Background: an optimization exercise with open tools, aiming at small area, a short achievable clock period and few clock cycles per item. Do not read the settings as production practice.
The RTL was checked by simulation tests, not by an equivalence proof against the original design.

<file path="flow/design.v">
module measureClifford(
    input wire i_clk,
    input wire i_rst_n,
    input wire [1 : 0] i_basis_0,
    input wire [1 : 0] i_basis_1,
    input wire [1 : 0] i_basis_2,
    input wire [1 : 0] i_basis_3,
    input wire [1 : 0] i_basis_4,
    input wire [1 : 0] i_result_0,
    input wire [1 : 0] i_result_1,
    input wire [1 : 0] i_result_2,
    input wire [1 : 0] i_result_3,
    input wire [1 : 0] i_result_4,
    output wire [6 : 0] o_value,
    output wire o_ready
);
    reg [4:0] tx [0:9];      
    reg [4:0] tz [0:9];      
    reg [4:0] ts;            
    reg       armed;         
    reg       busy;          
    reg [4:0] done;          
    reg [2:0] nrand;         
    wire [1:0] b [0:4];
    assign b[0] = i_basis_0; assign b[1] = i_basis_1; assign b[2] = i_basis_2;
    assign b[3] = i_basis_3; assign b[4] = i_basis_4;
    wire [4:0] meas = {i_result_4[1], i_result_3[1], i_result_2[1], i_result_1[1], i_result_0[1]};
    wire [4:0] outc = {i_result_4[0], i_result_3[0], i_result_2[0], i_result_1[0], i_result_0[0]};
    wire rot_en = armed & ~busy;
    reg [4:0] rx [0:9];
    reg [4:0] rz [0:9];
    reg [4:0] rs;
    integer i, j, q;
    always @(*) begin
        for (i = 0; i < 10; i = i + 1) begin
            for (q = 0; q < 5; q = q + 1) begin
                if (rot_en && b[q][1]) begin
                    rx[i][q] = b[q][0] ? (tx[i][q] ^ tz[i][q]) : tz[i][q];
                    rz[i][q] = tx[i][q];
                end else begin
                    rx[i][q] = tx[i][q];
                    rz[i][q] = tz[i][q];
                end
            end
        end
        for (j = 0; j < 5; j = j + 1) begin
            rs[j] = ts[j];
            for (q = 0; q < 5; q = q + 1)
                if (rot_en && b[q][1])
                    rs[j] = rs[j] ^ (tx[5+j][q] & (b[q][0] | tz[5+j][q]));
        end
    end
    wire [4:0] rem = meas & ~(busy ? done : 5'b0) & {5{armed}};
    wire [4:0] sel = rem & ~{rem[3:0] | {rem[2:0], 1'b0} | {rem[1:0], 2'b0} | {rem[0], 3'b0}, 1'b0};
    wire [4:0] rest = rem & ~sel;
    wire       last = ~|rest;
    wire       outcome = |(sel & outc);
    reg [9:0] c;
    always @(*) begin
        for (i = 0; i < 10; i = i + 1)
            c[i] = |(rx[i] & sel);
    end
    wire [4:0] cs = c[9:5];
    wire [4:0] piv = cs & ~{cs[3:0] | {cs[2:0], 1'b0} | {cs[1:0], 2'b0} | {cs[0], 3'b0}, 1'b0};
    wire       rnd = |cs;
    reg [4:0] px, pz;
    reg       ps;
    always @(*) begin
        px = 5'b0; pz = 5'b0; ps = 1'b0;
        for (j = 0; j < 5; j = j + 1) begin
            px = px | (rx[5+j] & {5{piv[j]}});
            pz = pz | (rz[5+j] & {5{piv[j]}});
            ps = ps | (rs[j] & piv[j]);
        end
    end
    function automatic prod_phase(input [4:0] ax, input [4:0] az, input [4:0] bx, input [4:0] bz);
        reg [4:0] anti, neg;
        reg [2:0] cnt;
        integer k;
        begin
            anti = (ax & bz) ^ (az & bx);
            neg = (ax & ~az & ~bx & bz) | (~ax & az & bx & bz) | (ax & az & bx & ~bz);
            cnt = 3'd0;
            for (k = 0; k < 5; k = k + 1) cnt = cnt + anti[k];
            prod_phase = cnt[1] ^ (^neg);
        end
    endfunction
    reg [4:0] nx [0:9];
    reg [4:0] nz [0:9];
    reg [4:0] ns;
    always @(*) begin
        for (i = 0; i < 5; i = i + 1) begin
            if (piv[i]) begin
                nx[i] = px; nz[i] = pz;
            end else if (c[i] & rnd) begin
                nx[i] = rx[i] ^ px; nz[i] = rz[i] ^ pz;
            end else begin
                nx[i] = rx[i]; nz[i] = rz[i];
            end
            if (piv[i]) begin
                nx[5+i] = 5'b0; nz[5+i] = sel; ns[i] = outcome;
            end else if (c[5+i]) begin
                nx[5+i] = rx[5+i] ^ px; nz[5+i] = rz[5+i] ^ pz;
                ns[i] = rs[i] ^ ps ^ prod_phase(px, pz, rx[5+i], rz[5+i]);
            end else begin
                nx[5+i] = rx[5+i]; nz[5+i] = rz[5+i]; ns[i] = rs[i];
            end
        end
    end
    function automatic zprod_sign(input [24:0] xs, input [24:0] zs, input [4:0] ss, input [4:0] m);
        reg [24:0] y;
        reg [4:0] ycnt;
        reg acc;
        integer a, bb, k;
        begin
            y = xs & zs;
            ycnt = 5'd0;
            acc = ^(ss & m);
            for (a = 0; a < 5; a = a + 1)
                for (k = 0; k < 5; k = k + 1)
                    ycnt = ycnt + (y[5*a+k] & m[a]);
            for (a = 0; a < 5; a = a + 1)
                for (bb = a + 1; bb < 5; bb = bb + 1)
                    acc = acc ^ (m[a] & m[bb] & (^(zs[5*a +: 5] & xs[5*bb +: 5])));
            zprod_sign = acc ^ ycnt[1];
        end
    endfunction
    wire [24:0] rxs = {rx[9], rx[8], rx[7], rx[6], rx[5]};
    wire [24:0] rzs = {rz[9], rz[8], rz[7], rz[6], rz[5]};
    wire det_sign = zprod_sign(rxs, rzs, rs, c[4:0]);
    wire contra = (|sel) & ~rnd & (det_sign ^ outcome);
    reg [4:0] obs;
    always @(*) begin
        for (q = 0; q < 5; q = q + 1)
            obs[q] = (|b[q]) & ~meas[q];
    end
    reg [4:0] dsel;
    reg       anticomm;
    always @(*) begin
        anticomm = 1'b0;
        for (i = 0; i < 5; i = i + 1) begin
            dsel[i] = ^(nx[i] & obs);
            anticomm = anticomm | (^(nx[5+i] & obs));
        end
    end
    wire [24:0] nxs = {nx[9], nx[8], nx[7], nx[6], nx[5]};
    wire [24:0] nzs = {nz[9], nz[8], nz[7], nz[6], nz[5]};
    wire exp_neg = zprod_sign(nxs, nzs, ns, dsel);
    wire [2:0] nr = nrand + rnd;
    wire [5:0] mag = 6'd32 >> nr;
    wire [6:0] val = {1'b0, mag};
    assign o_value = (contra | anticomm) ? 7'd0 : (exp_neg ? (7'd0 - val) : val);
    wire fin = armed & (last | contra);
    assign o_ready = fin;
    always @(posedge i_clk or negedge i_rst_n) begin
        if (!i_rst_n) begin
            tx[0] <= 5'b00000; tz[0] <= 5'b00001;
            tx[1] <= 5'b00010; tz[1] <= 5'b00000;
            tx[2] <= 5'b00000; tz[2] <= 5'b00100;
            tx[3] <= 5'b01010; tz[3] <= 5'b00000;
            tx[4] <= 5'b10000; tz[4] <= 5'b00000;
            tx[5] <= 5'b00001; tz[5] <= 5'b00000;
            tx[6] <= 5'b00000; tz[6] <= 5'b01110;
            tx[7] <= 5'b00110; tz[7] <= 5'b00000;
            tx[8] <= 5'b10000; tz[8] <= 5'b01000;
            tx[9] <= 5'b01010; tz[9] <= 5'b10000;
            ts <= 5'b11000;
            armed <= 1'b0;
            busy <= 1'b0;
            done <= 5'b0;
            nrand <= 3'd0;
        end else begin
            for (i = 0; i < 10; i = i + 1) begin
                tx[i] <= nx[i];
                tz[i] <= nz[i];
            end
            ts <= ns;
            armed <= 1'b1;
            busy <= armed & ~fin;
            done <= (busy ? done : 5'b0) | sel;
            nrand <= fin ? 3'd0 : nr;
        end
    end
endmodule
</file>
<file path="flow/config.mk">
export PLATFORM = sky130hd
export DESIGN_NAME = measureClifford
export DESIGN_NICKNAME = measureClifford
export VERILOG_FILES = /design/flow/design.v
export SDC_FILE = /design/flow/constraint.sdc
export NUM_CORES = 4
export LEC_CHECK = 0
export CAP_MARGIN = 20
export CORE_MARGIN = 2
export CORE_UTILIZATION = 40
export SLEW_MARGIN = 20
</file>
<file path="flow/constraint.sdc">
create_clock -name core_clock -period 10.0 [get_ports {i_clk}]
set_input_delay 2.0000 -clock core_clock [delete_from_list [all_inputs] [get_ports {i_clk}]]
set_output_delay 2.0000 -clock core_clock [all_outputs]
set_load 0.01 [all_outputs]
</file>
<file path="flow/run.sh">
#!/bin/bash
# synth_recipe.tcl (not shown) runs the flow's synth.tcl, then flattens the netlist and writes it again
# the make line also repeats each setting of config.mk as NAME=value (left out here)
make -C /OpenROAD-flow-scripts/flow DESIGN_CONFIG=/design/flow/config.mk WORK_HOME=/design/flow/orfs CLKGATE_MAP_FILE= SYNTH_SCRIPT=/design/flow/synth_recipe.tcl finish
</file>
==> impl_metrics.tcl <==
set metrics [dict create \
    outcome "finished with violations" \
    so.violations "negative setup slack" \
    yosysMostFrequentCell "nand2_1" \
    synth_compound_area_share_pct 24.1 \
    clock_latency_ns 0.45 \
    grt_pass1_wl_mm 122 \
    cts_htree_levels 4 \
    ys_seq_area_share_pct 20.0 \
    fin_nets 2694 \
    clk_pin_slew_worst_paths_ns 0.06 \
    drv_slew 0 \
    reg2reg_depth 37 \
    finalClockSkew_ns 0.0134 \
    async_reset_ff_share_pct 100 \
    path_class "in2out" \
    design_area_um2 22800 \
    vias_per_cell 6.04 \
    syn_area_um2 14500 \
    yosys.area.top_type "dfrtp_1" \
    synth_common_cells "nand2_1 (314), xnor2_1 (206), nor2_1 (180)" \
    max-vdd-ir-drop_uv 111 \
    critical_path_arrival_ns 10.72 \
    ys_types 113 \
    r2r_end "nrand[2]$_DFF_PN0_" \
    synth_top_area_share_pct 16.6 \
    fmax_ghz 0.0786 \
    hold_depth 3 \
    dieArea_um2 37800 \
    vias 18793 \
    drive_gt1_share_pct 41.3 \
    min_path_type "reg2reg" \
    drtPass1Iterations 6 \
    port_buffers 29 \
    crit_top_cell "fa_1" \
    drt_iter0_markers 2007 \
    post_synth.cell_area_avg_um2 7.57 \
    power_w 0.00129 \
    drc_errors 0 \
    synth.area.top_cells "dfrtp_1 (17%), xnor2_1 (12%), nand2_1 (8.1%), a21oi_1 (6.0%), nor2_1 (4.7%)" \
    routed_wl_mm 86.6 \
    grtUsageTotal_pct 45.2 \
    grt_pass1_vias 18165 \
    min-delay-start "done[4]$_DFF_PN0_" \
    dp_hpwl_mm 70.8 \
    synthToLayoutAreaGrowth_pct 57.1 \
    cts_sinks 115 \
    die_h_um 194 \
    fin_crit_sh_pct 127 \
    die_width_um 194 \
    synthSimpleGateAreaFrac_pct 25.1 \
    reg2reg_setup_slack_ns 2.46 \
    crit_slowest_cell "xor3_2" \
    io_pins 30 \
    grt-ovfl-total 0 \
    cp-start-kind "input port" \
    final_antenna_net_count 0 \
    postCtsHoldBufs 0 \
    antenna_found_initial 6 \
    period_minus_slack_ns 12.72 \
    setup_tns_ns -16.84 \
    tightest_slew_ns 0.957 \
    drt-wirelength-per-cell_um 27.8 \
    synthAdderAreaFrac_pct 4.37 \
    relSlewSlack_pct 36.2 \
    clock_path_buffers 2 \
    p_leak_nw 9.79 \
    start_util_pct 40.7 \
    worstPathMaxFanout 5 \
    gp_congestion 1.12 \
    rows 69 \
    ctsRootBufferMaster "clkbuf_16" \
    setup_slack_ns -2.72 \
    synth_edf_count 0 \
    setup_violations 8 \
    rsz0062_at_grt "true" \
    hold_end "done[4]$_DFF_PN0_" \
    max_stage_delay_ns 0.58 \
    worstReg2RegStart "armed$_DFF_PN0_" \
    p_per_area_nw_per_um2 56.7 \
    crit_required_ns 8.00 \
    drv_cap 0 \
    synth_fp_nets 1973 \
    dpl_cell_area_um2 20400 \
    cp-end-kind "primary output" \
    yosysWarnings 7 \
    tritoncts "done" \
    startpoint "i_result_3[1]" \
    coreArea_um2 35700 \
    synthXorXnorAreaFrac_pct 18.7 \
    yosys_register_bits 115 \
    synth_top_family_by_area "simple AND/OR/NAND/NOR gates" \
    synthCells 1916 \
    hold_viol_final 0 \
    grt_max_degree 70 \
    synthMuxAreaShare_pct 3.20 \
    numCtsBuffers 17 \
    synth_flop_cell "dfrtp_1" \
]
registers in the layout (all words and copies together) (netlist names):
signal  flops
tz         50
busy        1
tx         50
done        5
ts          5
nrand       3
armed       1
report_power, final:
group	internal, W	switching, W
Combinational	0.0000956	0.000125
Clock	0.000330	0.000273
Sequential	0.000468	0.00000148
repair_timing:
action                                 in CTS  in global routing
endpoints found under the hold margin       0                  0
buffers inserted                           42                 57
gates resized for setup                   144                197
gates cloned                                1                  0
pin swaps                                  51                 97
setup endpoints to repair                   8                  8
layer usage:
metal | global-route usage [%] | part of all wire, % | up-vias
met5 | 0 | 0.0092 | -
li1 | - | - | 8192
met4 | 33.7 | 9.4 | 2
met1 | 55.6 | 38 | 9027
met3 | 9.87 | 10 | 368
met2 | 69.6 | 43 | 1204
worst max-delay path, delay by kind of cell:
family / cells / cell delay, ns
adder cells (fa/ha/maj): 6 / 2.72
AO/OA/AOI/OAI: 8 / 1.78
XOR/XNOR: 6 / 1.64
buffers and inverters: 9 / 1.39
AND/OR/NAND/NOR: 7 / 1.17
worst max-delay path by stage:
stage               slack [ns]         end  cells after the start
CTS                      -2.94  o_value[4]                     38
detailed placement       -3.58  o_value[4]                     35
finish                   -2.72  o_value[2]                     36
global route             -2.97  o_value[2]                     38
floorplan                -1.80  o_value[4]                     33
global placement         -3.56  o_value[2]                     34
final cells by class:
cell class                 instances  area, um2
multi-input combinational       1659      12100
clock inverter                    14        123
sequential                       115       2900
fill                            3104      12900
inverter                          36        135
timing repair buffer             808       6500
tap                              461        577
clock buffer                      18        439
antenna                            1       2.50
metrics by stage:
| stage | utilization, % | setup WS [ns] | std cells | hold WS [ns] |
|---|---|---|---|---|
| finish | 63.9 | -2.72 | 3112 | 0.599 |
| global route | 63.9 | -2.97 | 3111 | 0.664 |
| floorplan | - | -1.80 | 1916 | 0.437 |
| detailed placement | 57.3 | -3.58 | 2991 | 0.565 |
| CTS | 61.0 | -2.94 | 3064 | 0.590 |
| global placement | 57.3 | -3.56 | 2991 | 0.560 |
logic make-up after synthesis:
| family | Yosys count |
|---|---|
| compound gates | 516 |
| xor+xnor | 279 |
| flops | 115 |
| buf+inv | 142 |
| other cells | 1 |
| mux | 45 |
| simple gates | 783 |
| fa+ha+maj | 35 |
cell usage in the layout, fill, tap and decap left out, types with 9 or more instances in the layout:
master       n
a21o_1      23
a31oi_1      9
dfrtp_1     96
a21oi_1    133
and2_1      14
ha_1         9
clkbuf_16   17
buf_4      712
fa_1        25
a21oi_2     28
buf_12      15
or3_1        9
nor2_4      10
and3_1      10
nor2_1     173
a21oi_4     18
a32oi_1     19
o21ai_0     91
mux2i_1     37
a22oi_1     17
buf_6       52
o21ai_1     13
dfstp_2     19
or2_4       11
xnor2_1    204
xor2_1      51
o211ai_1    18
o22ai_1     16
inv_1       33
nand2_1    310
nor3_1      22
or2_2       20
nand3_1     99
Testbench counts, summed over its fixed seeds: cycles 3,228, items 2,400.

-- port drivers added, routing unchanged --
The flow's constraints put no driver on any port. The routed layout listed below was extracted and timed again, unchanged, in two steps. Step 1, drivers: a clkbuf_16 drives i_clk and a buf_2 each remaining input, both assumed. Step 2 moves the port delays by t, midway between the first and last clock arrival at a register: inputs arrive t later, outputs are due t later. That takes back most of the time a late clock gives input paths. Slacks: ideal ports / drivers / drivers and shift; pairs: ideal ports / drivers.
t, ns: 0.506
setup WS [ns]: -2.718 / -2.747 / -2.747
worst setup path at the end: input to output
For this run, drivers alone change the setup slack by -0.029 ns; drivers and shift together by -0.029 ns.
